This design comes from an exercise in tuning for small area on the open sky130 flow, not from production work.
Function was checked by simulation only, so behaviour that the tests miss may differ from the original.
No driver is modelled on the clock port, so clock power and skew are understated where the tree is cut down; a real chip needs a root buffer or a tree.
No activity file was given, so power comes from the tool's default toggle rates.

[design/flow/config.mk]
export PLATFORM = sky130hd
export DESIGN_NAME = pintest
export DESIGN_NICKNAME = pintest
export VERILOG_FILES = /design/flow/design.v
export SDC_FILE = /design/flow/constraint.sdc
export NUM_CORES = 4
export LEC_CHECK = 0
export CAP_MARGIN = 20
export CORE_MARGIN = 2
export CORE_UTILIZATION = 40
export SLEW_MARGIN = 20
[design/flow/design.v]
module pintest 
(
	input wire			CLK100_P,
	input wire			rst,  
	output wire[8:0]	D2IO_n,
	output wire[8:0]	D2IO_p,
	output wire[4:0]	D2I_n,
	output wire[4:0]	D2I_p,
	output wire[5:0]	D3IO_n,
	input wire			TestClock,
	output wire			D3IO_n7,  
	output wire[7:0]	D3IO_p,
	output wire[7:0]	D3I_n,
	output wire[7:0]	D3I_p,
	output wire[7:0]	D6IO_n,
	output wire[7:0]	D6IO_p,
	output wire[7:0]	D6I_n,
	output wire[7:0]	D6I_p,
	output wire[3:0]	LED,
	output wire[7:0]	S0,
	output wire[11:0]	S1,
	output wire[6:0]	S8,
	output wire[0:0]	S6
);
localparam GND = 7'd23;  
reg [6:0]  pos_out;      
reg        inc;          
reg [2:0]  sync_testclk;
reg        last_testclk;
reg        por;          
reg [19:0] tmo;          
reg [17:0] blink;        
reg        led1;
wire tmo_mid  = &tmo[18:1];
wire tmo_ones = tmo_mid & tmo[0];
wire timeout  = tmo_ones & tmo[19];
wire reset    = por | timeout;
wire clr      = rst | por;             
wire edge_tc  = sync_testclk[0] & ~last_testclk;
wire por_end  = tmo_mid & tmo[19] & ~tmo[0] & ~last_testclk;
wire [6:0] pos = (reset | por_end) ? 7'd0 : pos_out + {6'd0, inc};
always @(posedge CLK100_P)
begin
	por <= rst | (por & ~tmo_ones);
	if (rst)
		tmo <= 20'hDB6FF;              
	else if (sync_testclk[0])
		tmo <= 20'hFFFFE;              
	else
		tmo <= {tmo[18:0], ~(tmo[19] ^ tmo[2]) | (tmo_ones & ~por)};
	sync_testclk <= clr ? 3'b0 : {TestClock, sync_testclk[2:1]};
	last_testclk <= sync_testclk[0] & ~timeout;
	inc     <= edge_tc & ~reset;
	pos_out <= clr ? GND : pos;
	if (clr) begin
		blink <= 18'h3FFFE;
		led1  <= 1'b0;
	end else begin
		blink <= {blink[16:0], ~(blink[17] ^ blink[10]) ^ (&blink[16:0])};
		led1  <= led1 ^ (&blink);
	end
end
assign LED[0] = por;
assign LED[1] = led1;
assign LED[2] = ~reset;
assign LED[3] = pos[0];
wire [127:0] pins = 128'd1 << pos_out;
assign S0[5]    = pins[0];  
assign S1[3]    = pins[1];  
assign S8[6]    = pins[2];  
assign D6I_n[0]    = pins[3];  
assign S1[4]    = pins[4];  
assign S8[4]    = pins[5];  
assign S6[0]    = pins[6];  
assign D6I_p[3]    = pins[7];  
assign D6I_p[2]    = pins[8];  
assign D6I_p[5]    = pins[9];  
assign D6I_p[0]    = pins[10];  
assign D6I_n[3]    = pins[11];  
assign D6I_n[5]    = pins[12];  
assign D6I_n[2]    = pins[13];  
assign D6I_n[1]    = pins[14];  
assign D6I_p[1]    = pins[15];  
assign S8[3]    = pins[16];  
assign S1[5]    = pins[17];  
assign S1[9]    = pins[18];  
assign S1[0]    = pins[19];  
assign S1[11]    = pins[20];  
assign S8[5]    = pins[21];  
assign S8[1]    = pins[22];  
assign S0[7]    = pins[24];  
assign S0[2]    = pins[25];  
assign S0[0]    = pins[26];  
assign S1[7]    = pins[27];  
assign S0[1]    = pins[28];  
assign S0[4]    = pins[29];  
assign S0[6]    = pins[30];  
assign S0[3]    = pins[31];  
assign D6IO_n[6]    = pins[32];  
assign D6IO_p[7]    = pins[33];  
assign D6IO_n[7]    = pins[34];  
assign D6I_n[6]    = pins[35];  
assign D6I_p[6]    = pins[36];  
assign D6I_p[7]    = pins[37];  
assign D6I_p[4]    = pins[38];  
assign D6I_n[7]    = pins[39];  
assign S1[1]    = pins[40];  
assign S1[2]    = pins[41];  
assign D6I_n[4]    = pins[42];  
assign S1[8]    = pins[43];  
assign S8[0]    = pins[44];  
assign S1[6]    = pins[45];  
assign S1[10]    = pins[46];  
assign S8[2]    = pins[47];  
assign D6IO_n[3]    = pins[50];  
assign D6IO_p[3]    = pins[51];  
assign D6IO_p[0]    = pins[52];  
assign D6IO_n[0]    = pins[53];  
assign D6IO_p[1]    = pins[54];  
assign D6IO_n[1]    = pins[55];  
assign D6IO_p[4]    = pins[56];  
assign D6IO_n[5]    = pins[57];  
assign D6IO_p[5]    = pins[58];  
assign D6IO_n[4]    = pins[60];  
assign D6IO_p[2]    = pins[61];  
assign D6IO_n[2]    = pins[62];  
assign D6IO_p[6]    = pins[63];  
assign D3IO_n[0]    = pins[64];  
assign D3IO_p[0]    = pins[65];  
assign D3I_n[3]    = pins[66];  
assign D3I_p[3]    = pins[67];  
assign D3I_n[4]    = pins[68];  
assign D3I_p[4]    = pins[69];  
assign D2IO_p[7]    = pins[70];  
assign D2IO_n[7]    = pins[71];  
assign D2IO_n[6]    = pins[72];  
assign D2IO_p[6]    = pins[73];  
assign D2IO_n[4]    = pins[74];  
assign D2IO_p[4]    = pins[75];  
assign D2I_n[1]    = pins[76];  
assign D2I_p[1]    = pins[77];  
assign D2I_n[0]    = pins[78];  
assign D2I_p[0]    = pins[79];  
assign D3IO_p[6]    = pins[80];  
assign D3IO_n7    = pins[81];  
assign D3IO_n[2]    = pins[82];  
assign D3IO_p[2]    = pins[83];  
assign D2IO_n[8]    = pins[84];  
assign D2IO_p[8]    = pins[85];  
assign D2IO_n[1]    = pins[86];  
assign D2IO_n[2]    = pins[87];  
assign D2IO_p[2]    = pins[88];  
assign D2IO_n[0]    = pins[89];  
assign D2IO_p[1]    = pins[90];  
assign D3IO_n[4]    = pins[91];  
assign D2IO_p[0]    = pins[92];  
assign D3IO_p[4]    = pins[93];  
assign D3IO_p[5]    = pins[98];  
assign D3IO_n[5]    = pins[99];  
assign D2IO_p[3]    = pins[100];  
assign D2IO_n[3]    = pins[101];  
assign D2IO_p[5]    = pins[102];  
assign D3IO_p[1]    = pins[104];  
assign D2IO_n[5]    = pins[105];  
assign D3IO_n[1]    = pins[106];  
assign D3IO_p[3]    = pins[107];  
assign D3I_p[7]    = pins[108];  
assign D3IO_p[7]    = pins[109];  
assign D3IO_n[3]    = pins[110];  
assign D3I_n[7]    = pins[111];  
assign D2I_p[2]    = pins[112];  
assign D2I_p[3]    = pins[113];  
assign D3I_p[1]    = pins[114];  
assign D2I_p[4]    = pins[115];  
assign D2I_n[2]    = pins[116];  
assign D2I_n[3]    = pins[117];  
assign D3I_n[1]    = pins[118];  
assign D2I_n[4]    = pins[119];  
assign D3I_p[0]    = pins[120];  
assign D3I_p[2]    = pins[121];  
assign D3I_p[5]    = pins[122];  
assign D3I_p[6]    = pins[123];  
assign D3I_n[6]    = pins[124];  
assign D3I_n[5]    = pins[125];  
assign D3I_n[2]    = pins[126];  
assign D3I_n[0]    = pins[127];  
endmodule
[design/flow/flow/run.sh]
#!/bin/bash
set -euo pipefail
export BUFFER_PORTS_ARGS="-buffer_cell sky130_fd_sc_hd__buf_1"
export CTS_ARGS="-sink_clustering_enable -repair_clock_nets -dont_use_dummy_load -buf_list {sky130_fd_sc_hd__clkbuf_4 sky130_fd_sc_hd__clkbuf_8} -root_buf sky130_fd_sc_hd__clkbuf_8 -sink_clustering_size 30"
bash standard.sh > flow.log 2>&1
[design/flow/constraint.sdc]
create_clock -name core_clock -period 10.0 [get_ports {CLK100_P}]
set_input_delay 2.0000 -clock core_clock [delete_from_list [all_inputs] [get_ports {CLK100_P}]]
set_output_delay 2.0000 -clock core_clock [all_outputs]
set_load 0.01 [all_outputs]
[design/flow/standard.sh]
#!/bin/bash
# synth_recipe.tcl (not shown) runs the flow's synth.tcl, then flattens the netlist and writes it again
# the make line also repeats each setting of config.mk as NAME=value (left out here)
make -C /OpenROAD-flow-scripts/flow DESIGN_CONFIG=/design/flow/config.mk WORK_HOME=/design/flow/orfs CLKGATE_MAP_FILE= SYNTH_SCRIPT=/design/flow/synth_recipe.tcl "${@:-finish}"
==> summary.md, run 1 <==
| Metric | Value |
|---|---|
| Int Pwr | `258 uW` |
| Max-cap violations | `0` |
| # setup viols final | `0` |
| Synth Area per Inst | `7.01 um^2` |
| Post-Syn Area | `2440 um^2` |
| HP Start | `sync_testclk[1]` |
| Tcrit/Tclk final | `38.7%` |
| DRC | `0` |
| Post-CTS Hold Buffers | `0` |
| Post-CTS setup buffer count | `0` |
| Placeable Area | `between 5000 and 6000 um^2` |
| Post-synth EDFFs | `0` |
| Iteration-0 DRC Markers | `103` |
| Number of global-route vias before repair | `1991` |
| Die area | `6740 um^2` |
| Lkg Pwr | `around 1.1 nW` |
| Inserted Diodes | `0` |
| WS Path Type | `flip-flop to output pin` |
| Routed vias | `2552` |
| Critical Path RT | `8.00 ns` |
| DR top layer | `met4` |
| Met2 wire length | `3200 um` |
| Netlist cell types | `32` |
| Final RePlAce weighted congestion | `approximately 0.73` |
| IO buf count | `125` |
| WHS Endpoint | `sync_testclk[0]` |
| Clk_skew | `roughly 0.019 ns` |
| GRT overflow | `0` |
| Met3 wire len | `423 um` |
| First-pass GRT wire length | `9730 um` |
| Leading area contributor after synthesis | `dfxtp_1` |
| Hold Fails Final Rpt | `0` |
| CTS Buffer Depth | `2` |
| Met1 wire length | `between 2000 and 3000 um` |
| Crit path launch type | `flip-flop` |
| Post-synth top area share | `42.6%` |
| Sink Count | `52` |
| Yosys reg bits | `52` |
| Clock latency (worst-skew pair) | `0.30 ns` |
| R2R cell count | `4` |
| Top_reg_cell synth | `dfxtp_1` |
| Die H | `82.1 um` |
| Net count after synthesis | `approximately 350` |
| Area delta synth->final | `21.8%` |
| Combinational fraction of design power | `roughly 2.0%` |
| Max FO, Critical Path | `11` |
| Max Clk Rate | `~260 MHz` |
| Reg2reg start | `blink[10]` |
| Min Tclk post-route | `3.87 ns` |
| IR drop worst, VDD | `0.0000961 V` |
| Hold path depth | `1` |
| Power Dens Cells | `108 nW/um^2` |
| Ys async rst share | `0%` |
| Layout cell share with drive strength beyond 1 | `2.66%` |
| WL final | `6600 um` |
| Clock-pin slew on the worst setup and hold paths | `0.09 ns` |
| Tot GR Track Use | `18.6%` |
| Hold Path Class | `flip-flop to flip-flop` |
| CP endpoint kind | `output pin` |
| Most frequent cells after synthesis | `131 x nor2_1, 52 x dfxtp_1, 37 x nand2_1` |
| Largest net degree at the start of global routing | `41` |
| Post_cts resized | `0` |
| Status | `finished clean` |
| Sw Pwr | `64.1 uW` |
| Nets@finish | `roughly 460` |
| Top-count cell post-synth | `nor2_1` |
| Top post-synthesis cells by area | `dfxtp_1 43%, nor2_1 20%, or3_1 8.2%` |
| Slew HR | `38.0%` |
| Final Power | `322 uW` |
| Mapped Cells | `348` |
| Yosys warning count | `1` |
| RSZ-0062 raised after global routing | `false` |
| I/O Pins | `126` |
| Initial Util | `41.2%` |
| Clock Power Share | `32.2%` |
| CTS tree | `yes` |
| Crit path DAT | `1.87 ns` |
| Initial antenna violation count | `0` |
| TritonCTS buffer count | `5` |
| # rows | `28` |
| First-pass DRT Iterations | `4` |
| Max-slew violation total from the final report | `0` |
| Worst R2R Setup Slack | `8.37 ns` |
| Sw Ratio | `about a fifth` |
| Clk root buf | `clkbuf_8` |
| Wire per inst | `12.5 um` |
| Die Width | `82.1 um` |
| Detailed Place HPWL | `around 4800 um` |
| Sequential fraction of the synthesis area | `42.6%` |
| # H-tree levels | `2` |
| Slew @ Worst Pin | `0.928 ns` |
| Seq pwr share | `65.9%` |
| Setup TNS | `0 ns` |
| Via density | `4.85` |
| ANT nets after route | `0` |
| Worst reg2reg endpoint | `led1` |
## placed cells by master, fill, tap and decap left out
cell,count
buf_1,125
or4_4,1
and3b_1,2
inv_1,4
nand2b_2,1
xnor2_1,3
buf_6,1
and2_1,6
o2111a_1,1
or4_1,1
nand4_1,11
a21oi_1,1
nor2b_1,2
or3_2,1
or3_1,32
nor3b_1,3
xor2_1,4
clkbuf_8,5
ha_1,2
o21ai_0,5
or2_2,2
and4_1,1
a21o_1,1
o21bai_1,1
a41oi_1,1
nand3_1,4
and3_1,1
nand2_1,37
o211ai_1,1
nor2_1,131
nor3_1,6
nand2b_1,1
dfxtp_1,52
buf_4,1
## worst max-delay path by stage
stage | startpoint | end | slack, ns
3_5_place_dp | pos_out[5] | D3I_p[3] | 6.39
4_1_cts | pos_out[5] | D3I_p[3] | 6.06
2_1_floorplan | pos_out[1] | D2IO_p[1] | 6.74
6_report | pos_out[1] | S0[0] | 6.13
3_3_place_gp | pos_out[5] | D2IO_n[7] | 6.44
5_1_grt | pos_out[1] | D3I_p[5] | 5.89
## state kept, by name (all words and copies together) (netlist names)
| register | count |
|---|---|
| tmo | 20 |
| blink | 18 |
| pos_out | 7 |
| sync_testclk | 3 |
| inc | 1 |
| last_testclk | 1 |
| led1 | 1 |
| por | 1 |
## layer usage
metal	track usage (%)	vias to the layer above
met5	0	-
met4	4.50	0
met3	3.37	7
met2	34.1	92
met1	22.4	1133
li1	-	1320
## power by group through the flow
stage                     combinational, mW  clock [mW]  sequential, mW
after global placement              0.00638           0           0.217
after floorplan                     0.00516           0           0.216
final                               0.00635       0.104           0.212
after CTS                           0.00644       0.108           0.212
after global routing                0.00747       0.116           0.212
after detailed placement            0.00642           0           0.217
## cell type report
| class | count | area, um^2 |
|---|---|---|
| tap | 75 | 93.8 |
| fill | 625 | 2950 |
| clock buffer | 5 | 68.8 |
| multi-input combinational | 263 | 1270 |
| inverter | 4 | 15.0 |
| sequential | 52 | 1040 |
| timing repair buffer | 127 | 488 |
## worst max-delay path: stages (launching register included)
cell and delay, ns:
dfxtp_1 0.51, nor3b_1 0.49, nand2_1 0.24, nor2_1 0.17, buf_1 0.17
## stage by stage
stage | hold slack [ns] | instances | cell area, um^2 | util (%) | setup slack, ns
floorplan | 0.406 | 348 | 2440 | - | 6.74
global placement | 0.408 | 520 | 2890 | 48.8 | 6.44
detailed placement | 0.417 | 520 | 2890 | 48.8 | 6.39
CTS | 0.426 | 525 | 2960 | 50.0 | 6.06
global route | 0.438 | 526 | 2970 | 50.2 | 5.89
finish | 0.419 | 526 | 2970 | 50.2 | 6.13
## logic make-up after synthesis
group                      share of synthesized area, %
AOI/OAI and AO/OA                                  2.97
and+or+nand+nor                                    45.3
adders and majority gates                          1.02
xor gates and xnor gates                           2.51
DFF                                                42.6
buffers and inverters                              5.54
==> run 2: changes to the inputs <==
==> design/flow/run.sh (new file) <==
#!/bin/bash
# synth_recipe.tcl (not shown) runs the flow's synth.tcl, then flattens the netlist and writes it again
# the make line also repeats each setting of config.mk as NAME=value (left out here)
make -C /OpenROAD-flow-scripts/flow DESIGN_CONFIG=/design/flow/config.mk WORK_HOME=/design/flow/orfs CLKGATE_MAP_FILE= SYNTH_SCRIPT=/design/flow/synth_recipe.tcl finish
removed: design/flow/flow/run.sh
removed: design/flow/standard.sh
==> run 2 against run 1 <==
  * Sequential share of layout area down 7.3 points
  * Combinational power up 6.1%
  * Critical path depth down 1
  * Hold slack better by 0.026 ns
  * Sequential power about the same
  * Clock-buffer cell count up 2
  * Worst setup slack worse by 0.37 ns
  * Non-clock buffer count down 2
  * Final cell count up 0.19%
  * Register-to-register slack about the same
  * Critical path type unchanged
  * Highest routed layer unchanged
==> summary.md, run 2 <==
| Metric | Value |
|---|---|
| Clock latency (worst-skew pair) | `0.30 ns (about the same)` |
| IO buf count | `125 (unchanged)` |
| Most common cell after layout, fill and taps aside | `nor2_1` |
| Top_reg_cell synth | `dfxtp_1` |
| # H-tree levels | `2 (unchanged)` |
| Largest net degree at the start of global routing | `41 (unchanged)` |
| Via density | `4.92 (+1.5%)` |
| Crit path max-delay cell type | `nand2b_1` |
| First-pass DRT Iterations | `4 (unchanged)` |
| Sequential fraction of the synthesis area | `42.6% (unchanged)` |
| Top post-synthesis cells by area | `dfxtp_1 43%, nor2_1 20%, or3_1 8.2%` |
| Max-cap violations | `0 (unchanged)` |
| I/O Pins | `126 (unchanged)` |
| Seq pwr share | `62.4% (-3.5 points)` |
| CTS Buffer Depth | `2 (unchanged)` |
| Setup TNS | `0 ns (unchanged)` |
| Detailed Place HPWL | `5600 um (+18%)` |
| Yosys reg bits | `52 (unchanged)` |
| Crit path DAT | `2.25 ns (+0.38 ns)` |
| GR Layer Usage met1 | `27.2% (+4.8 points)` |
| R2R cell count | `4 (unchanged)` |
| Ys async rst share | `0% (unchanged)` |
| GR Util met3 | `5.54% (+2.2 points)` |
| Mapped Cells | `348 (unchanged)` |
| Max FO, Critical Path | `29 (+18)` |
| Post_cts resized | `0 (unchanged)` |
| Max-slew violation total from the final report | `0 (unchanged)` |
| CTS tree | `yes` |
| Clk root buf | `clkbuf_8` |
| Critical Path RT | `8.00 ns (about the same)` |
| Leading area contributor after synthesis | `dfxtp_1` |
| WL final | `7460 um (+13%)` |
| Top reg by flops | `tmo` |
| Top flop regs | `tmo x20, blink x18, pos_out x7` |
| DRC | `0 (unchanged)` |
| Post-synth top area share | `42.6% (unchanged)` |
| CP endpoint kind | `output pin` |
| GRT overflow | `0 (unchanged)` |
| Lkg Pwr | `1.34 nW (+26%)` |
| TritonCTS buffer count | `5 (unchanged)` |
| Setup ws final | `5.75 ns (-0.375 ns)` |
| Largest register FFs | `20 (unchanged)` |
| Combinational fraction of design power | `2.0% (about the same)` |
| Int Pwr | `269 uW (+4.4%)` |
| Net count after synthesis | `353 (unchanged)` |
| Initial Util | `41.2% (unchanged)` |
| Number of global-route vias before repair | `2208 (+11%)` |
| Sw Ratio | `20.7% (+0.83 points)` |
| WS Path Type | `flip-flop to output pin` |
| Layout cell share with drive strength beyond 1 | `2.65% (-0.0059 points)` |
| Status | `finished clean` |
| Power Dens Cells | `90.3 nW/um^2 (-17%)` |
| Area delta synth->final | `54.1%` |
| Cell-by-cell trace of the critical path | `nand2b_1, nor2_1, clkdlybuf4s50_1` |
| Sink Count | `52 (unchanged)` |
| Nets@finish | `456 (-0.44%)` |
| Clock-pin slew on the worst setup and hold paths | `0.08 ns (about the same)` |
| Most frequent cells after synthesis | `131 x nor2_1, 52 x dfxtp_1, 37 x nand2_1` |
| RSZ-0062 raised after global routing | `false` |
| Max incr delay on CP | `0.87 ns (+0.36 ns)` |
| Routed vias | `2595 (+1.7%)` |
| Inserted Diodes | `0 (unchanged)` |
| Synth Area per Inst | `7.01 um^2 (unchanged)` |
| Wire per inst | `14.2 um (+13%)` |
| Die area | `6740 um^2 (unchanged)` |
| Final RePlAce weighted congestion | `0.812 (+12%)` |
| Most Crowded Layer GR | `met2` |
| Tot GR Track Use | `22.0% (+3.4 points)` |
| Yosys warning count | `1 (unchanged)` |
| Netlist cell types | `32 (unchanged)` |
| ANT nets after route | `0 (unchanged)` |
| Crit path launch type | `flip-flop` |
| Sw Pwr | `70.4 uW (+9.9%)` |
| Met2 usage | `37.4% (+3.3 points)` |
| Setup WS pre-CTS | `5.83 ns (-0.559 ns)` |
| Die H | `82.1 um (unchanged)` |
| First-pass GRT wire length | `11500 um (+18%)` |
| Top-count cell post-synth | `nor2_1` |
| Iteration-0 DRC Markers | `102 (-0.97%)` |
| Hold path depth | `1 (unchanged)` |
| Commonest non-fill, non-tap cells in the layout | `131 x nor2_1, 125 x clkdlybuf4s50_1, 52 x dfxtp_1, 37 x nand2_1, 32 x or3_1` |
| Initial antenna violation count | `0 (unchanged)` |
| # setup viols final | `0 (unchanged)` |
| Slew @ Worst Pin | `1.10 ns (+0.173 ns)` |
| IR drop worst, VDD | `0.000117 V (+22%)` |
| Min Tclk post-route | `4.25 ns (+0.375 ns)` |
| Tcrit/Tclk final | `42.5% (+3.7 points)` |
| Clk_skew | `0.00338 ns (-0.0154 ns)` |
| Placeable Area | `5920 um^2 (unchanged)` |
| Max Clk Rate | `236 MHz (-8.8%)` |
| Hold Path Class | `flip-flop to flip-flop` |
| Final Power | `340 uW (+5.5%)` |
| Hold Fails Final Rpt | `0 (unchanged)` |
| Die Width | `82.1 um (unchanged)` |
| Post-CTS setup buffer count | `0 (unchanged)` |
| Post-synth EDFFs | `0 (unchanged)` |
| # rows | `28 (unchanged)` |
| Slew HR | `26.5% (-11 points)` |
| Clock Power Share | `35.6% (+3.4 points)` |
| Post-Syn Area | `2440 um^2 (unchanged)` |
| Post-CTS Hold Buffers | `0 (unchanged)` |
[run 2: cell counts after synthesis]
Identical to the previous run, type by type.
[run 2: worst paths after layout]
check	startpoint	to	slack [ns]
setup reg to reg	blink[10]	led1	8.37
hold / removal	tmo[6]	tmo[7]	0.45
hold reg to reg	tmo[6]	tmo[7]	0.45
setup / recovery	pos_out[6]	D6I_n[7]	5.75
[run 2: layout make-up]
class	instances	area, um^2
Fill cell	571	2160
Clock inverter	1	7.51
Inverter	4	15.0
Sequential cell	52	1040
Tap cell	75	93.8
Multi-Input combinational cell	263	1270
Timing Repair Buffer	125	1250
Clock buffer	7	86.3
[run 2: cell families (layout without fill, tap and decap cells)]
kind of cell | after synthesis | in the layout | share of synthesized area (%)
AO/OA/AOI/OAI | 11 | 11 | 2.97
buffers and inverters | 33 | 137 | 5.54
flip-flops | 52 | 52 | 42.6
adder cells (fa/ha/maj) | 2 | 2 | 1.02
AND/OR/NAND/NOR | 243 | 243 | 45.3
XOR/XNOR | 7 | 7 | 2.51
[run 2: worst max-delay path, delay by kind of cell, from the launching register on]
kind | cells | cell delay [ns]
simple gates | 2 | 0.98
buf+inv | 1 | 0.56
flops | 1 | 0.41
[run 2: metal layers]
metal	vias to the layer above	wire length (um)
met3	9	567
met2	82	3550
met4	0	126
li1	1323	-
met5	-	0
met1	1181	3210
[run 2: per-stage QoR]
stage          instance area (um^2)  std cells  util (%)  hold slack, ns
5_1_grt                        3760        527      63.5           0.464
2_1_floorplan                  2440        348         -           0.406
3_3_place_gp                   3670        519      61.9           0.411
6_report                       3760        527      63.5           0.445
3_5_place_dp                   3670        519      61.9           0.424
4_1_cts                        3760        527      63.5           0.447
[run 2: power groups by stage]
stage / registers, mW / clock network (mW) / logic [mW]
after floorplan: 0.216 / 0 / 0.00516
after global placement: 0.217 / 0 / 0.00666
after detailed placement: 0.217 / 0 / 0.00680
after CTS: 0.212 / 0.125 / 0.00677
after global routing: 0.213 / 0.133 / 0.00765
final: 0.212 / 0.121 / 0.00674
==> run 3: changes to the inputs <==
--- a/design/flow/design.v
+++ b/design/flow/design.v
@@ -24,12 +24,18 @@
 );
 localparam GND = 7'd23;  
+localparam [19:0] TMO_INV   = 20'h55555;
+localparam [17:0] BLINK_INV = 18'h15555;
+localparam [2:0]  SYNC_INV  = 3'b010;
 reg [6:0]  pos_out;      
 reg        inc;          
-reg [2:0]  sync_testclk;
+reg [2:0]  sync_q;
 reg        last_testclk;
 reg        por;          
-reg [19:0] tmo;          
-reg [17:0] blink;        
+reg [19:0] tmo_q;        
+reg [17:0] blink_q;      
 reg        led1;
+wire [2:0]  sync_testclk = sync_q ^ SYNC_INV;
+wire [19:0] tmo   = tmo_q ^ TMO_INV;
+wire [17:0] blink = blink_q ^ BLINK_INV;
 wire tmo_mid  = &tmo[18:1];
 wire tmo_ones = tmo_mid & tmo[0];
@@ -40,24 +46,24 @@
 wire por_end  = tmo_mid & tmo[19] & ~tmo[0] & ~last_testclk;
 wire [6:0] pos = (reset | por_end) ? 7'd0 : pos_out + {6'd0, inc};
+reg [19:0] tmo_next;
+always @*
+begin
+	if (rst)
+		tmo_next = 20'hDB6FF;          
+	else if (sync_testclk[0])
+		tmo_next = 20'hFFFFE;          
+	else
+		tmo_next = {tmo[18:0], ~(tmo[19] ^ tmo[2]) | (tmo_ones & ~por)};
+end
 always @(posedge CLK100_P)
 begin
 	por <= rst | (por & ~tmo_ones);
-	if (rst)
-		tmo <= 20'hDB6FF;              
-	else if (sync_testclk[0])
-		tmo <= 20'hFFFFE;              
-	else
-		tmo <= {tmo[18:0], ~(tmo[19] ^ tmo[2]) | (tmo_ones & ~por)};
-	sync_testclk <= clr ? 3'b0 : {TestClock, sync_testclk[2:1]};
+	tmo_q <= tmo_next ^ TMO_INV;
+	sync_q <= (clr ? 3'b0 : {TestClock, sync_testclk[2:1]}) ^ SYNC_INV;
 	last_testclk <= sync_testclk[0] & ~timeout;
 	inc     <= edge_tc & ~reset;
 	pos_out <= clr ? GND : pos;
-	if (clr) begin
-		blink <= 18'h3FFFE;
-		led1  <= 1'b0;
-	end else begin
-		blink <= {blink[16:0], ~(blink[17] ^ blink[10]) ^ (&blink[16:0])};
-		led1  <= led1 ^ (&blink);
-	end
+	blink_q <= (clr ? 18'h3FFFE : {blink[16:0], ~(blink[17] ^ blink[10]) ^ (&blink[16:0])}) ^ BLINK_INV;
+	led1    <= ~clr & (led1 ^ (&blink));
 end
 assign LED[0] = por;
==> design/flow/flow/run.sh (new file) <==
#!/bin/bash
set -euo pipefail
export BUFFER_PORTS_ARGS="-buffer_cell sky130_fd_sc_hd__buf_1"
export CTS_ARGS="-sink_clustering_enable -repair_clock_nets -dont_use_dummy_load -buf_list {sky130_fd_sc_hd__clkbuf_4 sky130_fd_sc_hd__clkbuf_8} -root_buf sky130_fd_sc_hd__clkbuf_8 -sink_clustering_size 30"
bash standard.sh > flow.log 2>&1
==> design/flow/standard.sh (new file) <==
#!/bin/bash
# synth_recipe.tcl (not shown) runs the flow's synth.tcl, then flattens the netlist and writes it again
# the make line also repeats each setting of config.mk as NAME=value (left out here)
make -C /OpenROAD-flow-scripts/flow DESIGN_CONFIG=/design/flow/config.mk WORK_HOME=/design/flow/orfs CLKGATE_MAP_FILE= SYNTH_SCRIPT=/design/flow/synth_recipe.tcl "${@:-finish}"
removed: design/flow/run.sh
==> run 3 against run 2 <==
  * Still clean on timing, DRC and antenna
  * Die area decreased by 3.4%
  * Combinational power decreased by 13%
  * Largest power group unchanged
  * Highest routed layer unchanged
  * Critical path type unchanged
  * Clock-buffer cell count decreased by 2
  * Non-clock buffer count unchanged
  * Area after synthesis decreased by 3.6%
==> summary.md, run 3 <==
| Metric | Value |
|---|---|
| Lkg Pwr | `0.991 nW (-26%)` |
| Largest family of logic cells by synthesized area | `simple AND/OR/NAND/NOR gates` |
| RSZ-0062 raised after global routing | `false` |
| Clk root buf | `clkbuf_8` |
| Tcrit/Tclk final | `42.9% (+0.48 points)` |
| Top post-synthesis cells by area | `dfxtp_1 44%, nor2_1 22%, nand2_1 8.9%` |
| Max Clk Rate | `233 MHz (-1.1%)` |
| CP endpoint kind | `output pin` |
| Min Tclk post-route | `4.29 ns (+0.0482 ns)` |
| Worst reg2reg endpoint | `inc` |
| Largest net degree at the start of global routing | `32 (-22%)` |
| IO buf count | `125 (unchanged)` |
| HP Start | `sync_q[2]` |
| Placeable Area | `5610 um^2 (-5.3%)` |
| Sequential fraction of the synthesis area | `44.2% (+1.6 points)` |
| Netlist cell types | `34 (+6.3%)` |
| Clock-pin slew on the worst setup and hold paths | `0.09 ns (about the same)` |
| Leading area contributor after synthesis | `dfxtp_1` |
| ANT nets after route | `0 (unchanged)` |
| WHS Endpoint | `sync_q[1]` |
| Power Dens Cells | `113 nW/um^2 (+25%)` |
| Top flop regs | `tmo_q x20, blink_q x18, pos_out x7` |
| Inserted Diodes | `0 (unchanged)` |
| # rows | `27 (-3.6%)` |
| Slew @ Worst Pin | `1.09 ns (-0.0133 ns)` |
| Hold path depth | `1 (unchanged)` |
| Top reg by flops | `tmo_q` |
| Initial Util | `42.0% (+0.74 points)` |
| Cell-by-cell trace of the critical path | `or4_1, or4_4, nor3_1, a21oi_1, buf_1` |
| Max incr delay on CP | `0.53 ns (-0.34 ns)` |
| Post-CTS Hold Buffers | `0 (unchanged)` |
| Xor-xnor portion of the synthesized cell area | `2.60% (+0.093 points)` |
| Top_reg_cell synth | `dfxtp_1` |
| Status | `finished clean` |
| Adder-cell area share of the yosys netlist | `1.06% (+0.038 points)` |
| Slew HR | `27.4% (+0.89 points)` |
| I/O Pins | `126 (unchanged)` |
| Post-synth EDFFs | `0 (unchanged)` |
| Mapped Cells | `343 (-1.4%)` |
| Crit path launch type | `flip-flop` |
| Largest register FFs | `20 (unchanged)` |
| Layout cell share with drive strength beyond 1 | `2.68% (+0.024 points)` |
| Sink Count | `52 (unchanged)` |
| Detailed Place HPWL | `4810 um (-14%)` |
| Post-CTS setup buffer count | `0 (unchanged)` |
| Hold Path Class | `flip-flop to flip-flop` |
| # setup viols final | `0 (unchanged)` |
| Post-Syn Area | `2350 um^2 (-3.6%)` |
| WL final | `6510 um (-13%)` |
| CTS tree | `yes` |
| IR drop worst, VDD | `0.000127 V (+8.5%)` |
| CTS Buffer Depth | `2 (unchanged)` |
| Commonest non-fill, non-tap cells in the layout | `141 x nor2_1, 125 x buf_1, 56 x nand2_1, 52 x dfxtp_1, 7 x a21oi_1` |
| Reg2reg start | `tmo_q[8]` |
| DRC | `0 (unchanged)` |
| Clk_skew | `0.00895 ns (+0.00557 ns)` |
| Top-count cell post-synth | `nor2_1` |
| Final core utilization | `51.3% (-12 points)` |
| Worst R2R Setup Slack | `8.01 ns (-0.36 ns)` |
| Compound-Gate Fraction of Synth Area | `4.20% (+1.2 points)` |
| Max FO, Critical Path | `4 (-86%)` |
| Initial antenna violation count | `0 (unchanged)` |
| WS Path Type | `flip-flop to output pin` |
| Clock latency (worst-skew pair) | `0.30 ns (about the same)` |
| Placed Area | `2810 um^2 (-23%)` |
| Finished Cell Area | `2880 um^2 (-23%)` |
| Die area | `6510 um^2 (-3.4%)` |
| Worst Path Buf+Inv | `1 (unchanged)` |
| TritonCTS buffer count | `5 (unchanged)` |
| Area delta synth->final | `22.3%` |
| Nets@finish | `455 (-0.22%)` |
| Yosys reg bits | `52 (unchanged)` |
| Most common cell after layout, fill and taps aside | `nor2_1` |
| Yosys warning count | `1 (unchanged)` |
| Ys async rst share | `0% (unchanged)` |
| Max-cap violations | `0 (unchanged)` |
| Crit path DAT | `2.29 ns (+0.04 ns)` |
| Via density | `4.79 (-2.7%)` |
| Simple-gate share of the synthesized area | `42.8% (-2.5 points)` |
| R2R cell count | `4 (unchanged)` |
| # H-tree levels | `2 (unchanged)` |
| Synth Area per Inst | `6.86 um^2 (-2.2%)` |
| Iteration-0 DRC Markers | `85 (-17%)` |
| Tot GR Track Use | `18.9% (-3.1 points)` |
| GRT overflow | `0 (unchanged)` |
| First-pass GRT wire length | `9790 um (-15%)` |
| Mux cell area share after synthesis | `0% (unchanged)` |
| Post-synth top area share | `44.2% (+1.6 points)` |
| Critical Path RT | `8.00 ns (about the same)` |
| Net count after synthesis | `348 (-1.4%)` |
| First-pass DRT Iterations | `4 (unchanged)` |
| Hold Fails Final Rpt | `0 (unchanged)` |
| Die Width | `80.7 um (-1.7%)` |
| Final RePlAce weighted congestion | `0.764 (-6.0%)` |
| Most frequent cells after synthesis | `141 x nor2_1, 56 x nand2_1, 52 x dfxtp_1` |
| Number of global-route vias before repair | `2020 (-8.5%)` |
| Max-slew violation total from the final report | `0 (unchanged)` |
| Crit path max-delay cell type | `or4_4` |
| Routed vias | `2492 (-4.0%)` |
| Post_cts resized | `0 (unchanged)` |
| Wire per inst | `12.5 um (-12%)` |
| Die H | `80.7 um (-1.7%)` |
| Setup TNS | `0 ns (unchanged)` |
| Largest delay share family, worst path | `simple AND/OR/NAND/NOR gates` |
## run 3: cell count changes in the layout (fill, tap and decap cells not counted), moves of 2 or more
cell / change
nand2_1: +19
clkdlybuf4s50_1: -125
o21bai_1: +2
buf_1: +125
a21oi_1: +6
and2_1: -4
nor2_1: +10
or3_1: -30
nand4_1: -8
## run 3: metal layers
layer / track usage [%] / share of wire, % / vias up
met5: 0 / 0 / -
met4: 6.27 / 1.4 / 0
met2: 33.3 / 48 / 95
met1: 23.1 / 43 / 1109
met3: 3.93 / 6.9 / 10
li1: - / - / 1278
## run 3: cells by family (layout without fill, tap and decap cells)
| kind of cell | count (synthesis) | in the layout |
|---|---|---|
| and+or+nand+nor | 236 | 236 |
| DFF | 52 | 52 |
| buffers and inverters | 29 | 134 |
| AOI/OAI and AO/OA | 17 | 17 |
| xor gates and xnor gates | 7 | 7 |
| adders and majority gates | 2 | 2 |
## run 3: layout make-up
cell class	count	area (um^2)
Inverter	4	15.0
Clock buffer	5	68.8
Timing Repair Buffer	125	469
Fill cell	586	2730
Sequential cell	52	1040
Multi-Input combinational cell	262	1190
Tap cell	72	90.1
## run 3: worst register-to-register path, delay by kind of cell, from the launching register on
| kind | cells | cell delay, ns |
|---|---|---|
| AOI/OAI and AO/OA | 1 | 0.13 |
| and+or+nand+nor | 3 | 1.41 |
| DFF | 1 | 0.32 |
## run 3: worst max-delay path by stage
stage | start | depth (start not counted) | endpoint
global placement | tmo_q[8] | 5 | LED[2]
floorplan | tmo_q[8] | 5 | LED[3]
global route | tmo_q[8] | 5 | LED[2]
CTS | tmo_q[8] | 5 | LED[2]
finish | tmo_q[8] | 5 | LED[2]
detailed placement | tmo_q[8] | 5 | LED[2]
## run 3: where the power goes
group	switching (mW)	internal, mW
combinational	0.00345	0.00244
sequential	0.00203	0.210
clock	0.0615	0.0453
## run 3: metrics by stage
stage / cells / hold slack, ns / power [mW] / setup slack [ns]
global route: 520 / 0.387 / 0.336 / 5.58
floorplan: 343 / 0.343 / 0.221 / 6.23
global placement: 515 / 0.345 / 0.223 / 6.09
finish: 520 / 0.382 / 0.325 / 5.71
CTS: 520 / 0.381 / 0.327 / 5.71
detailed placement: 515 / 0.361 / 0.223 / 6.05
==> run 4: changes to the inputs <==
==> design/flow/flow/run.sh (replaced) <==
#!/bin/bash
set -euo pipefail
here=$(pwd)
export BUFFER_PORTS_ARGS="-buffer_cell sky130_fd_sc_hd__buf_1"
export CTS_ARGS="-sink_clustering_enable -repair_clock_nets -dont_use_dummy_load -buf_list {sky130_fd_sc_hd__clkbuf_4} -root_buf sky130_fd_sc_hd__clkbuf_4"
export POST_CTS_TCL="$here/flow/post_cts.tcl"
bash standard.sh > flow.log 2>&1
==> design/flow/flow/post_cts.tcl (new file) <==
set block [ord::get_db_block]
set root [$block findInst clkbuf_0_CLK100_P]
set innet [[$root findITerm A] getNet]
set rootnet [[$root findITerm X] getNet]
set loads {}
foreach it [$rootnet getITerms] {
  if { [$it getInst] != $root } { lappend loads $it }
}
if { [llength $loads] <= 4 } {
  foreach it $loads { $it disconnect; $it connect $innet }
  [$root findITerm A] disconnect
  [$root findITerm X] disconnect
  odb::dbInst_destroy $root
  odb::dbNet_destroy $rootnet
  puts "post_cts: removed root clock buffer, port drives [llength $loads] buffers"
} else {
  puts "post_cts: root clock buffer kept, it drives [llength $loads] pins"
}
--- a/design/flow/config.mk
+++ b/design/flow/config.mk
@@ -8,4 +8,4 @@
 export CAP_MARGIN = 20
 export CORE_MARGIN = 2
-export CORE_UTILIZATION = 40
+export CORE_UTILIZATION = 75
 export SLEW_MARGIN = 20
==> run 4 against run 3 <==
  * Area after synthesis stayed put
  * Synthesized cell count stayed put
  * The run now fails in global placement (3_3_place_gp)
==> summary.md, run 4 <==
| Metric | Value |
|---|---|
| Die H | `60.0 um (-26%)` |
| Yosys reg bits | `52 (unchanged)` |
| Mapped Cells | `343 (unchanged)` |
| Yosys warning count | `1 (unchanged)` |
| Top_reg_cell synth | `dfxtp_1` |
| Initial Util | `77.7% (+36 points)` |
| Sequential fraction of the synthesis area | `44.2% (unchanged)` |
| Post-synth top area share | `44.2% (unchanged)` |
| Top post-synthesis cells by area | `dfxtp_1 44%, nor2_1 22%, nand2_1 8.9%` |
| Stop Error | `[ERROR GPL-0301] Utilization 101.823 % exceeds 100%.` |
| Net count after synthesis | `348 (unchanged)` |
| Leading area contributor after synthesis | `dfxtp_1` |
| I/O Pins | `126 (unchanged)` |
| Most frequent cells after synthesis | `141 x nor2_1, 56 x nand2_1, 52 x dfxtp_1` |
| Post-Syn Area | `2350 um^2 (unchanged)` |
| Top-count cell post-synth | `nor2_1` |
| Simple-gate share of the synthesized area | `42.8% (unchanged)` |
| Post-synth EDFFs | `0 (unchanged)` |
| Adder-cell area share of the yosys netlist | `1.06% (unchanged)` |
| # rows | `20 (-26%)` |
| Ys async rst share | `0% (unchanged)` |
| Status | `aborted with a tool error` |
| Xor-xnor portion of the synthesized cell area | `2.60% (unchanged)` |
| Mux cell area share after synthesis | `0% (unchanged)` |
| Last stage the flow got to | `global placement (3_3_place_gp)` |
| Netlist cell types | `34 (unchanged)` |
| Synth Area per Inst | `6.86 um^2 (unchanged)` |
| Largest family of logic cells by synthesized area | `simple AND/OR/NAND/NOR gates` |
| Compound-Gate Fraction of Synth Area | `4.20% (unchanged)` |
| Die Width | `60.0 um (-26%)` |
| IO buf count | `125 (unchanged)` |
[run 4: cell counts after synthesis]
No cell type changed its count.
[run 4: logic make-up after synthesis]
family,Yosys count
AOI/OAI and AO/OA,17
xor gates and xnor gates,7
adders and majority gates,2
buffers and inverters,29
DFF,52
and+or+nand+nor,236
==> run 5: changes to the inputs <==
--- a/design/flow/flow/run.sh
+++ b/design/flow/flow/run.sh
@@ -5,3 +5,4 @@
 export CTS_ARGS="-sink_clustering_enable -repair_clock_nets -dont_use_dummy_load -buf_list {sky130_fd_sc_hd__clkbuf_4} -root_buf sky130_fd_sc_hd__clkbuf_4"
 export POST_CTS_TCL="$here/flow/post_cts.tcl"
+export POST_CTS_SLEW=0.100
 bash standard.sh > flow.log 2>&1
--- a/design/flow/flow/post_cts.tcl
+++ b/design/flow/flow/post_cts.tcl
@@ -17,2 +17,23 @@
   puts "post_cts: root clock buffer kept, it drives [llength $loads] pins"
 }
+
+estimate_parasitics -placement
+foreach it [$innet getITerms] {
+  set inst [$it getInst]
+  if { ![string match "sky130_fd_sc_hd__clkbuf_*" [[$inst getMaster] getName]] } { continue }
+  set leafnet [[$inst findITerm X] getNet]
+  set worst 0
+  foreach sink [$leafnet getITerms] {
+    if { [$sink getInst] == $inst } { continue }
+    set pin [get_pins [[$sink getInst] getName]/[[$sink getMTerm] getName]]
+    foreach rf {rise fall} {
+      set s [get_property $pin slew_max_$rf]
+      if { $s > $worst } { set worst $s }
+    }
+  }
+  puts "post_cts: [$inst getName] [[$inst getMaster] getName] worst sink slew $worst"
+  if { $worst > $::env(POST_CTS_SLEW) } {
+    $inst swapMaster [[ord::get_db] findMaster sky130_fd_sc_hd__clkbuf_8]
+    puts "post_cts: [$inst getName] upsized to clkbuf_8"
+  }
+}
--- a/design/flow/config.mk
+++ b/design/flow/config.mk
@@ -8,4 +8,4 @@
 export CAP_MARGIN = 20
 export CORE_MARGIN = 2
-export CORE_UTILIZATION = 75
+export CORE_UTILIZATION = 65
 export SLEW_MARGIN = 20
==> run 5 against run 4 <==
  * Area after synthesis unchanged
  * Synthesized cell count unchanged
  * The run now finishes clean
==> summary.md, run 5 <==
| Metric | Value |
|---|---|
| Placeable Area | `3420 um^2` |
| Critical Path RT | `8.00 ns` |
| Slew HR | `27.6%` |
| Most frequent cells after synthesis | `141 x nor2_1, 56 x nand2_1, 52 x dfxtp_1` |
| Synth Area per Inst | `6.86 um^2 (unchanged)` |
| GRT overflow | `0` |
| Die Width | `64.2 um (+6.9%)` |
| Inserted Diodes | `0` |
| Initial antenna violation count | `0` |
| DRC | `0` |
| Area delta synth->final | `20.4%` |
| Final Power | `302 uW` |
| Clock-pin slew on the worst setup and hold paths | `0.08 ns` |
| Largest net degree at the start of global routing | `32` |
| Routed vias | `2550` |
| Cell-by-cell trace of the critical path | `or4_1, or4_4, nor3_1, a21oi_1, buf_1` |
| First-pass GRT wire length | `around 9500 um` |
| Multi-input gate area | `1190 um^2` |
| Hold path depth | `1` |
| Clock Power Share | `between 20% and 30%` |
| Most common cell after layout, fill and taps aside | `nor2_1` |
| Tcrit/Tclk final | `40.8%` |
| Post-synth top area share | `44.2% (unchanged)` |
| Sink Count | `52` |
| Die area | `4120 um^2` |
| Crit path launch type | `flip-flop` |
| Wire per inst | `12.6 um` |
| Top_reg_cell synth | `dfxtp_1` |
| Fin cells | `493` |
| Worst R2R Setup Slack | `about 8 ns` |
| Largest delay share family, worst path | `simple AND/OR/NAND/NOR gates` |
| IR drop worst, VDD | `about 0.00016 V` |
| # rows | `21 (+5.0%)` |
| Worst reg2reg endpoint | `pos_out[2]` |
| Detailed Place HPWL | `4650 um` |
| Tot GR Track Use | `28.9%` |
| Yosys reg bits | `52 (unchanged)` |
| CP endpoint kind | `output pin` |
| Mapped Cells | `343 (unchanged)` |
| RSZ-0062 raised after global routing | `false` |
| Sequential fraction of the synthesis area | `44.2% (unchanged)` |
| Netlist cell types | `34 (unchanged)` |
| WHS Endpoint | `blink_q[15]` |
| Number of global-route vias before repair | `2161` |
| I/O Pins | `126 (unchanged)` |
| Slew @ Worst Pin | `1.09 ns` |
| Final core utilization | `82.9%` |
| Min Tclk post-route | `4.08 ns` |
| Net count after synthesis | `348 (unchanged)` |
| Clock latency (worst-skew pair) | `0.14 ns` |
| Max Clk Rate | `245 MHz` |
| Status | `finished clean` |
| Iteration-0 DRC Markers | `204` |
| First-pass DRT Iterations | `4` |
| Setup TNS | `0 ns` |
| Max-cap violations | `0` |
| ANT nets after route | `0` |
| Ys async rst share | `0% (unchanged)` |
| Finished Cell Area | `between 2000 and 3000 um^2` |
| Crit path depth | `5` |
| Setup ws final | `between 5 and 6 ns` |
| Crit path DAT | `2.08 ns` |
| Post-Syn Area | `2350 um^2 (unchanged)` |
| Lkg Pwr | `roughly 0.98 nW` |
| Sw Pwr | `53.2 uW` |
| Top-count cell post-synth | `nor2_1` |
| Via density | `5.17` |
| Combinational fraction of design power | `2.0%` |
| Die H | `64.2 um (+6.9%)` |
| Reg2reg start | `tmo_q[8]` |
| Placed Area | `2780 um^2` |
| Nets@finish | `454` |
| Crit path max-delay cell type | `or4_4` |
| # setup viols final | `0` |
| Commonest non-fill, non-tap cells in the layout | `141 x nor2_1, 125 x buf_1, 56 x nand2_1, 52 x dfxtp_1, 7 x a21oi_1` |
| HP Start | `blink_q[14]` |
| WHS | `0.386 ns` |
| Largest register FFs | `20` |
| FF/Latch Area | `1040 um^2` |
| Dpl cells | `489` |
| Seq pwr share | `about 70%` |
| WS Path Type | `flip-flop to output pin` |
| Yosys warning count | `1 (unchanged)` |
| Power Dens Cells | `107 nW/um^2` |
| R2R cell count | `4` |
| Hold Path Class | `flip-flop to flip-flop` |
| Layout cell share with drive strength beyond 1 | `under 10%` |
| Top flop regs | `tmo_q x20, blink_q x18, pos_out x7` |
| Initial Util | `68.9% (-8.8 points)` |
| Setup WS pre-CTS | `6.10 ns` |
| FILL cells | `~240` |
| WL final | `6220 um` |
| Post-synth EDFFs | `0 (unchanged)` |
| Clk_skew | `roughly 0.0085 ns` |
| Hold Fails Final Rpt | `0` |
| Max FO, Critical Path | `4` |
| Top post-synthesis cells by area | `dfxtp_1 44%, nor2_1 22%, nand2_1 8.9%` |
| Final RePlAce weighted congestion | `0.798` |
| Sw Ratio | `17.6%` |
| Top reg by flops | `tmo_q` |
| Int Pwr | `249 uW` |
| Max-slew violation total from the final report | `0` |
| IO buf count | `125 (unchanged)` |
| Leading area contributor after synthesis | `dfxtp_1` |
| Worst Path Buf+Inv | `1` |
| Max incr delay on CP | `0.52 ns` |
## run 5: cell counts after synthesis
No cell type changed its count.
## run 5: how the worst max path moves through the flow
| stage | start | to |
|---|---|---|
| finish | tmo_q[8] | LED[2] |
| floorplan | tmo_q[8] | LED[3] |
| global placement | tmo_q[8] | LED[2] |
| global route | tmo_q[8] | LED[2] |
| detailed placement | tmo_q[8] | LED[2] |
## run 5: cell type report
cell class / instances / share of cell area, %
inverter: 4 / 0.530
sequential: 52 / 36.7
timing repair buffer: 125 / 16.6
tap: 46 / 2.03
multi-input combinational: 262 / 42.2
clock buffer: 4 / 1.94
## run 5: cells by family after synthesis
| family | Yosys count | share of synthesized area, % |
|---|---|---|
| xor+xnor | 7 | 2.61 |
| buf+inv | 29 | 5.10 |
| fa+ha+maj | 2 | 1.06 |
| compound gates | 17 | 4.20 |
| flops | 52 | 44.2 |
| simple gates | 236 | 42.8 |
## run 5: worst reg2reg max path, delay by kind of cell (launching register included)
family,cells,cell delay [ns]
AND/OR/NAND/NOR,3,1.33
flip-flops,1,0.31
AO/OA/AOI/OAI,1,0.14
## run 5: metal layers
metal,part of all wire [%],vias to the layer above,GRT usage [%]
met5,0,-,0
li1,-,1284,-
met2,52,97,54.4
met1,40,1158,32.2
met3,5.8,11,5.46
met4,1.8,0,9.84
## run 5: power by group through the flow
| stage | combinational, mW | sequential (mW) | clock (mW) |
|---|---|---|---|
| 2_1_floorplan | 0.00494 | 0.216 | 0 |
| 3_5_place_dp | 0.00613 | 0.217 | 0 |
| 3_3_place_gp | 0.00587 | 0.217 | 0 |
| 5_1_grt | 0.00669 | 0.212 | 0.0902 |
| 6_report | 0.00612 | 0.212 | 0.0842 |
==> run 6: changes to the inputs <==
==> design/flow/flow/run.sh (replaced) <==
#!/bin/bash
set -euo pipefail
here=$(pwd)
cat > "$here/flow_synth.tcl" <<EOF
proc abc {args} {
  set i [lsearch -exact \$args -script]
  if { \$i >= 0 } { set args [lreplace \$args [expr {\$i + 1}] [expr {\$i + 1}] $here/flow/abc_area.script] }
  yosys abc {*}\$args
}
source $here/synth_recipe.tcl
EOF
sed "s|SYNTH_SCRIPT=[^ ]*|SYNTH_SCRIPT=$here/flow_synth.tcl|" standard.sh > flow_standard.sh
export BUFFER_PORTS_ARGS="-buffer_cell sky130_fd_sc_hd__buf_1"
export CTS_ARGS="-sink_clustering_enable -repair_clock_nets -dont_use_dummy_load -buf_list {sky130_fd_sc_hd__clkbuf_4} -root_buf sky130_fd_sc_hd__clkbuf_4"
export POST_CTS_TCL="$here/flow/post_cts.tcl"
export POST_CTS_SLEW=0.100
bash flow_standard.sh > flow.log 2>&1
==> design/flow/flow/abc_area.script (new file) <==
&get -n
&deepsyn -I 4 -J 50
&put
map -a
topo
==> run 6 against run 5 <==
  * Hold slack gained 0.011 ns
  * Die area shrank 7.2%
  * Combinational power grew 4.7%
  * Via count grew 5.3%
  * Synthesized cell count shrank 7.0%
  * Sequential power is essentially flat
  * Sequential share of layout area grew 1.4 points
  * Utilization grew 4.3 points
  * Routed wire length grew 19%
  * First-iteration DRC count grew 38%
  * Clock power grew 0.8%
  * Sequential cell count is the same
  * Largest cell class is now flip-flops and latches
==> summary.md, run 6 <==
| Metric | Value |
|---|---|
| Max-cap violations | `0 (unchanged)` |
| Die area | `3820 um^2 (-7.2%)` |
| Clock latency (worst-skew pair) | `0.14 ns (about the same)` |
| # setup viols final | `0 (unchanged)` |
| DRC | `0 (unchanged)` |
| Iteration-0 DRC Markers | `281 (+38%)` |
| RSZ-0062 raised after global routing | `false` |
| Post-synth EDFFs | `0 (unchanged)` |
| GRT overflow | `0 (unchanged)` |
| Nets@finish | `452 (-0.44%)` |
| Crit path DAT | `1.83 ns (-0.25 ns)` |
| Power Dens Cells | `111 nW/um^2 (+4.2%)` |
| Ys async rst share | `0% (unchanged)` |
| Via density | `5.49 (+6.1%)` |
| Most common cell after layout, fill and taps aside | `nor2_1` |
| Status | `finished clean` |
| Post-synth top area share | `47.9% (+3.7 points)` |
| Synth Area per Inst | `6.81 um^2 (-0.77%)` |
| Yosys reg bits | `52 (unchanged)` |
| Max incr delay on CP | `0.35 ns (-0.17 ns)` |
| Clock-pin slew on the worst setup and hold paths | `0.08 ns (about the same)` |
| Top flop regs | `tmo_q x20, blink_q x18, pos_out x7` |
| Die H | `61.8 um (-3.7%)` |
| Yosys warning count | `1 (unchanged)` |
| Hold Fails Final Rpt | `0 (unchanged)` |
| Top reg by flops | `tmo_q` |
| Most frequent cells after synthesis | `158 x nor2_1, 52 x dfxtp_1, 37 x nand2_1` |
| Layout cell share with drive strength beyond 1 | `1.57% (-0.89 points)` |
| Lkg Pwr | `0.920 nW (-6.5%)` |
| Wire per inst | `15.1 um (+20%)` |
| Tot GR Track Use | `35.2% (+6.3 points)` |
| Cell-by-cell trace of the critical path | `nand4_1, nor4_1, nand3_1, nor2_1, clkinv_1, nor2_1, nor2_1, nand2_1, nor2_1, buf_1` |
| Final RePlAce weighted congestion | `0.906 (+14%)` |
| Inserted Diodes | `0 (unchanged)` |
| Setup TNS | `0 ns (unchanged)` |
| Die Width | `61.8 um (-3.7%)` |
| Initial Util | `69.4% (+0.54 points)` |
| Max FO, Critical Path | `4 (unchanged)` |
| Leading area contributor after synthesis | `dfxtp_1` |
| Commonest non-fill, non-tap cells in the layout | `158 x nor2_1, 125 x buf_1, 52 x dfxtp_1, 37 x nand2_1, 18 x clkinv_1` |
| Multi-input gate area | `1040 um^2 (-13%)` |
| Top_reg_cell synth | `dfxtp_1` |
| Fin cells | `489 (-0.81%)` |
| IR drop worst, VDD | `0.000173 V (+9.0%)` |
| ANT nets after route | `0 (unchanged)` |
| Sequential fraction of the synthesis area | `47.9% (+3.7 points)` |
| Mapped Cells | `319 (-7.0%)` |
| FF/Latch Area | `1040 um^2 (unchanged)` |
| FILL cells | `197 (-19%)` |
| Crit path max-delay cell type | `dfxtp_1` |
| Top post-synthesis cells by area | `dfxtp_1 48%, nor2_1 27%, nand2_1 6.4%` |
| IO buf count | `125 (unchanged)` |
| Slew @ Worst Pin | `1.01 ns (-0.0775 ns)` |
| Detailed Place HPWL | `5400 um (+16%)` |
| First-pass GRT wire length | `9780 um (+2.8%)` |
| CP endpoint kind | `output pin` |
| WHS | `0.397 ns (+0.0113 ns)` |
| Net count after synthesis | `324 (-6.9%)` |
| I/O Pins | `126 (unchanged)` |
| Hold Path Class | `flip-flop to flip-flop` |
| Netlist cell types | `19 (-44%)` |
| Most frequent CP cell | `nor2_1` |
| Post-Syn Area | `2170 um^2 (-7.7%)` |
| # rows | `20 (-4.8%)` |
| WL final | `7400 um (+19%)` |
| Tcrit/Tclk final | `38.3% (-2.4 points)` |
| Top-count cell post-synth | `nor2_1` |
| Dpl cells | `485 (-0.82%)` |
| Crit path launch type | `flip-flop` |
| Slew HR | `32.5% (+4.9 points)` |
| Largest register FFs | `20 (unchanged)` |
| Max-slew violation total from the final report | `0 (unchanged)` |
| WS Path Type | `flip-flop to output pin` |
| Min Tclk post-route | `3.83 ns (-0.242 ns)` |
| Number of global-route vias before repair | `2017 (-6.7%)` |
| Initial antenna violation count | `0 (unchanged)` |
| First-pass DRT Iterations | `6 (+2)` |
| Sink Count | `52 (unchanged)` |
| Clk_skew | `0.00296 ns (-0.00556 ns)` |
| Placeable Area | `3130 um^2 (-8.4%)` |
| Max Clk Rate | `261 MHz (+6.3%)` |
| Critical Path RT | `8.00 ns (about the same)` |
| Area delta synth->final | `25.6%` |
| Largest net degree at the start of global routing | `17 (-47%)` |
| Routed vias | `2684 (+5.3%)` |
## run 6: changes by cell type after synthesis, moves of 3 or more
| cell | before | now |
|---|---|---|
| nand2_1 | 56 | 37 |
| clkbuf_1 | 18 | 0 |
| clkinv_1 | 0 | 18 |
| nor2_1 | 141 | 158 |
| nand3_1 | 4 | 17 |
| buf_1 | 4 | 0 |
| inv_1 | 4 | 0 |
| xnor2_1 | 4 | 0 |
| nor3b_1 | 3 | 0 |
| o21bai_1 | 3 | 0 |
| or2_2 | 3 | 0 |
## run 6: logic make-up after synthesis
group | Yosys count | share of synthesized area [%]
buf+inv | 21 | 4.15
flops | 52 | 47.9
xor+xnor | 4 | 1.61
simple gates | 226 | 41.6
fa+ha+maj | 2 | 1.15
compound gates | 14 | 3.57
## run 6: path summary, 6_finish.rpt
path	start	endpoint	slack [ns]	depth (start not counted)
min	sync_q[1]	sync_q[0]	0.40	1
max reg2reg	por	blink_q[0]	7.87	4
max	tmo_q[15]	LED[3]	6.17	10
min reg2reg	sync_q[1]	sync_q[0]	0.40	1
## run 6: critical path, delay by kind of cell, from the launching register on
family / cells / cell delay, ns
buffers and inverters: 2 / 0.23
AND/OR/NAND/NOR: 8 / 1.11
flip-flops: 1 / 0.35
## run 6: area by class of cell
cell class	instances	share of cell area [%]
tap	44	2.02
clock buffer	4	2.02
inverter	18	2.48
multi-input combinational	246	38.1
timing repair buffer	125	17.2
sequential	52	38.1
## run 6: power by group
group	internal, mW	switching (mW)	leakage (nW)
registers	0.210	0.00201	0.423
logic	0.00203	0.00438	0.468
clock network	0.0367	0.0483	0.0288
## run 6: routing by layer
metal / global-route usage (%) / share of wire, %
met3: 4.35 / 8.8
met1: 44.0 / 37
met4: 16.1 / 2.8
met5: 0 / 0
met2: 60.8 / 51
## run 6: stage by stage
stage,area [um^2],util [%],setup slack [ns],power (mW)
final,2730,87.2,6.17,0.304
after global routing,2730,87.2,5.94,0.310
after detailed placement,2670,85.5,6.15,0.223
after global placement,2670,85.5,6.29,0.223
after floorplan,2170,-,6.55,0.221
==> run 7: changes to the inputs <==
--- a/design/flow/design.v
+++ b/design/flow/design.v
@@ -23,7 +23,7 @@
 	output wire[0:0]	S6
 );
-localparam GND = 7'd23;  
+localparam GND = 7'd96;  
 localparam [19:0] TMO_INV   = 20'h55555;
-localparam [17:0] BLINK_INV = 18'h15555;
+localparam [17:0] BLINK_INV = 18'h00000;
 localparam [2:0]  SYNC_INV  = 3'b010;
 reg [6:0]  pos_out;      
@@ -31,5 +31,4 @@
 reg [2:0]  sync_q;
 reg        last_testclk;
-reg        por;          
 reg [19:0] tmo_q;        
 reg [17:0] blink_q;      
@@ -38,4 +37,5 @@
 wire [19:0] tmo   = tmo_q ^ TMO_INV;
 wire [17:0] blink = blink_q ^ BLINK_INV;
+wire por      = inc & ~last_testclk;
 wire tmo_mid  = &tmo[18:1];
 wire tmo_ones = tmo_mid & tmo[0];
@@ -58,12 +58,11 @@
 always @(posedge CLK100_P)
 begin
-	por <= rst | (por & ~tmo_ones);
 	tmo_q <= tmo_next ^ TMO_INV;
 	sync_q <= (clr ? 3'b0 : {TestClock, sync_testclk[2:1]}) ^ SYNC_INV;
-	last_testclk <= sync_testclk[0] & ~timeout;
-	inc     <= edge_tc & ~reset;
+	last_testclk <= ~rst & sync_testclk[0] & ~timeout;
+	inc     <= rst | (por & ~tmo_ones) | (edge_tc & ~reset);
 	pos_out <= clr ? GND : pos;
-	blink_q <= (clr ? 18'h3FFFE : {blink[16:0], ~(blink[17] ^ blink[10]) ^ (&blink[16:0])}) ^ BLINK_INV;
-	led1    <= ~clr & (led1 ^ (&blink));
+	blink_q <= {blink[16:0], clr | (~(blink[17] ^ blink[10]) ^ (&blink[16:0]))} ^ BLINK_INV;
+	led1    <= ~clr & (led1 ^ (~blink[17] & (&blink[16:0])));
 end
 assign LED[0] = por;
==> run 7 against run 6 <==
  * Critical endpoint unchanged
  * Critical path depth fell by 4
  * Utilization is 0.64 points lower
  * Clock skew up 0.0048 ns
  * Largest power group unchanged
  * Combinational power grew 15%
  * Via count is 1.2% higher
  * Largest cell class unchanged
  * Final area fell by 3.1%
  * Highest routed layer unchanged
  * Critical path type unchanged
==> summary.md, run 7 <==
| Metric | Value |
|---|---|
| Status | `finished clean` |
| I/O Pins | `126 (unchanged)` |
| Max-slew violation total from the final report | `0 (unchanged)` |
| Die H | `60.7 um (-1.8%)` |
| Leading area contributor after synthesis | `dfxtp_1` |
| Layout cell share with drive strength beyond 1 | `1.40% (-0.17 points)` |
| Sw Pwr | `58.0 uW (+6.0%)` |
| GRT overflow | `0 (unchanged)` |
| HP Start | `blink_q[8]` |
| Crit path launch type | `flip-flop` |
| Cell-by-cell trace of the critical path | `nor4_1, nand3_1, or3_2, nand2_1, nor2_1, buf_1` |
| Die area | `3680 um^2 (-3.7%)` |
| DRC | `0 (unchanged)` |
| Slew @ Worst Pin | `0.777 ns (-0.231 ns)` |
| Reg2reg start | `tmo_q[8]` |
| Number of global-route vias before repair | `2193 (+8.7%)` |
| First-pass GRT wire length | `10600 um (+8.0%)` |
| Combinational fraction of design power | `2.4% (+0.3 points)` |
| Post-synth top area share | `48.9% (+0.99 points)` |
| Clk_skew | `0.00772 ns (+0.00477 ns)` |
| Sequential fraction of the synthesis area | `48.9% (+0.99 points)` |
| Routed vias | `2716 (+1.2%)` |
| Largest register FFs | `20 (unchanged)` |
| Setup TNS | `0 ns (unchanged)` |
| WL final | `8330 um (+13%)` |
| Ys async rst share | `0% (unchanged)` |
| Mapped Cells | `302 (-5.3%)` |
| IR drop worst, VDD | `0.000131 V (-24%)` |
| Synth Area per Inst | `6.91 um^2 (+1.5%)` |
| CP endpoint kind | `output pin` |
| Tot GR Track Use | `40.0% (+4.8 points)` |
| Max FO, Critical Path | `4 (unchanged)` |
| Placeable Area | `3050 um^2 (-2.4%)` |
| Initial antenna violation count | `0 (unchanged)` |
| Crit path DAT | `1.82 ns (about the same)` |
| Net count after synthesis | `307 (-5.2%)` |
| Seq pwr share | `68.9% (-1.0 points)` |
| Slew HR | `48.1% (+16 points)` |
| Most common cell after layout, fill and taps aside | `nor2_1` |
| Power Dens Cells | `115 nW/um^2 (+3.2%)` |
| Top reg by flops | `tmo_q` |
| Max-cap violations | `0 (unchanged)` |
| Top-count cell post-synth | `nor2_1` |
| Top flop regs | `tmo_q x20, blink_q x18, pos_out x7` |
| Initial Util | `68.4% (-1.1 points)` |
| # rows | `20 (unchanged)` |
| Yosys reg bits | `51 (-1.9%)` |
| Min Tclk post-route | `3.82 ns (-0.0107 ns)` |
| First-pass DRT Iterations | `10 (+4)` |
| Area delta synth->final | `26.7%` |
| Final core utilization | `86.6% (-0.64 points)` |
| Most frequent cells after synthesis | `153 x nor2_1, 51 x dfxtp_1, 32 x nand2_1` |
| IO buf count | `125 (unchanged)` |
| Hold Fails Final Rpt | `0 (unchanged)` |
| Nets@finish | `435 (-3.8%)` |
| Final Power | `304 uW (about the same)` |
| CP Launch Point | `tmo_q[8]` |
| Tcrit/Tclk final | `38.2% (-0.11 points)` |
| Netlist cell types | `20 (+1)` |
| Detailed Place HPWL | `4960 um (-8.2%)` |
| Critical Path RT | `8.00 ns (about the same)` |
| Lkg Pwr | `0.908 nW (-1.3%)` |
| Inserted Diodes | `0 (unchanged)` |
| Yosys warning count | `1 (unchanged)` |
| FILL cells | `203 (+3.0%)` |
| Final RePlAce weighted congestion | `0.890 (-1.8%)` |
| Hold Path Class | `flip-flop to flip-flop` |
| Post-Syn Area | `2090 um^2 (-3.9%)` |
| WS Path Type | `flip-flop to output pin` |
| Sw Ratio | `19.1% (+1.1 points)` |
| Clock-pin slew on the worst setup and hold paths | `0.09 ns (about the same)` |
| Crit path max-delay cell type | `or3_2` |
| Iteration-0 DRC Markers | `371 (+32%)` |
| Post-synth EDFFs | `0 (unchanged)` |
| Int Pwr | `246 uW (-1.3%)` |
| Wire per inst | `17.6 um (+17%)` |
| Commonest non-fill, non-tap cells in the layout | `153 x nor2_1, 125 x buf_1, 51 x dfxtp_1, 32 x nand2_1, 19 x clkinv_1` |
| ANT nets after route | `0 (unchanged)` |
| Via density | `5.75 (+4.8%)` |
| # setup viols final | `0 (unchanged)` |
| RSZ-0062 raised after global routing | `false` |
| Clock latency (worst-skew pair) | `0.15 ns (about the same)` |
| Largest net degree at the start of global routing | `17 (unchanged)` |
| Top_reg_cell synth | `dfxtp_1` |
| Die Width | `60.7 um (-1.8%)` |
| Max Clk Rate | `262 MHz (+0.28%)` |
| Max incr delay on CP | `0.45 ns (+0.10 ns)` |
| Sink Count | `51 (-1.9%)` |
| Top post-synthesis cells by area | `dfxtp_1 49%, nor2_1 28%, nand2_1 5.8%` |
| Clock Power Share | `28.6% (+0.6 points)` |
run 7: cell types whose count changed after synthesis, moves of 2 or more:
cell and change:
nand2_1 -5, nand3_1 -5, nor2_1 -5, nor3_1 -3, nand4_1 +2, xnor2_1 +2
run 7: routing by layer:
metal	GRT usage (%)	vias to the layer above	share of wire, %
li1	-	1199	-
met1	46.6	1188	34
met2	63.9	257	47
met3	13.0	72	12
met4	24.8	0	7.7
met5	0	-	0
run 7: layout make-up:
| cell class | instances | area (um^2) | share of cell area (%) |
|---|---|---|---|
| clock buffers | 4 | 55.1 | 2.08 |
| inverters | 19 | 71.3 | 2.70 |
| multi-input cells | 229 | 972 | 36.8 |
| flip-flops and latches | 51 | 1020 | 38.6 |
| well taps | 44 | 55.1 | 2.08 |
| repair buffers | 125 | 469 | 17.7 |
run 7: worst paths after layout:
check,end,slack (ns),cells after the start
hold reg to reg,blink_q[9],0.36,0
hold / removal,blink_q[9],0.36,0
setup reg to reg,pos_out[5],8.27,5
setup / recovery,LED[3],6.18,6
run 7: power by group through the flow:
stage               combinational [mW]  clock (mW)  sequential [mW]
global route                   0.00811      0.0921            0.209
floorplan                      0.00486           0            0.213
detailed placement             0.00677           0            0.213
finish                         0.00740      0.0870            0.209
global placement               0.00661           0            0.213
run 7: kinds of logic (layout without fill, tap and decap cells):
group / after synthesis / in the layout / share of synthesized area [%]
XOR/XNOR: 5 / 5 / 2.10
buffers and inverters: 22 / 148 / 4.50
flip-flops: 51 / 51 / 48.9
AND/OR/NAND/NOR: 209 / 209 / 39.8
adder cells (fa/ha/maj): 2 / 2 / 1.20
AO/OA/AOI/OAI: 13 / 13 / 3.48
run 7: worst max-delay path, delay by kind of cell (launching register included):
family	cells	cell delay (ns)
buf+inv	1	0.13
flops	1	0.33
simple gates	5	1.22
run 7: per-stage QoR:
stage / setup slack [ns] / cells / area [um^2] / hold slack (ns)
final: 6.18 / 472 / 2640 / 0.361
after global routing: 6.14 / 472 / 2640 / 0.367
after detailed placement: 6.46 / 468 / 2590 / 0.340
after global placement: 6.52 / 468 / 2590 / 0.331
after floorplan: 6.59 / 302 / 2090 / 0.323

[afterwards: timing with drivers on the ports]
The results above use ideal ports. As a check the final layouts listed here were re-extracted and re-timed, cells and wires unchanged.
Step 1, drivers: a clkbuf_16 drives CLK100_P and a buf_2 each remaining input, both assumed.
Step 2 moves the port delays by t, midway between the first and last clock arrival at a register: inputs arrive t later, outputs are due t later. That takes back most of the time a late clock gives input paths.
Slacks: no drivers / after step 1 / after step 2; pairs: no drivers / after step 1.
run	t, ns	slack for setup (ns)	slew at the worst register clock pin (ns)
run 1	0.319	6.130 / 6.105 / 6.424	0.09 / 0.09
run 2	0.329	5.755 / 5.729 / 5.789	0.09 / 0.09
run 3	0.322	5.707 / 5.683 / 6.005	0.09 / 0.09
run 5	0.183	5.923 / 5.876 / 6.059	0.08 / 0.08
run 6	0.191	6.165 / 6.112 / 6.084	0.08 / 0.08
run 7	0.194	6.176 / 6.125 / 6.319	0.09 / 0.09
After both steps setup and hold are still met in every run listed. The setup slack of run 6, which loses most, moves by -0.053 ns with the drivers and by -0.081 ns with both steps.
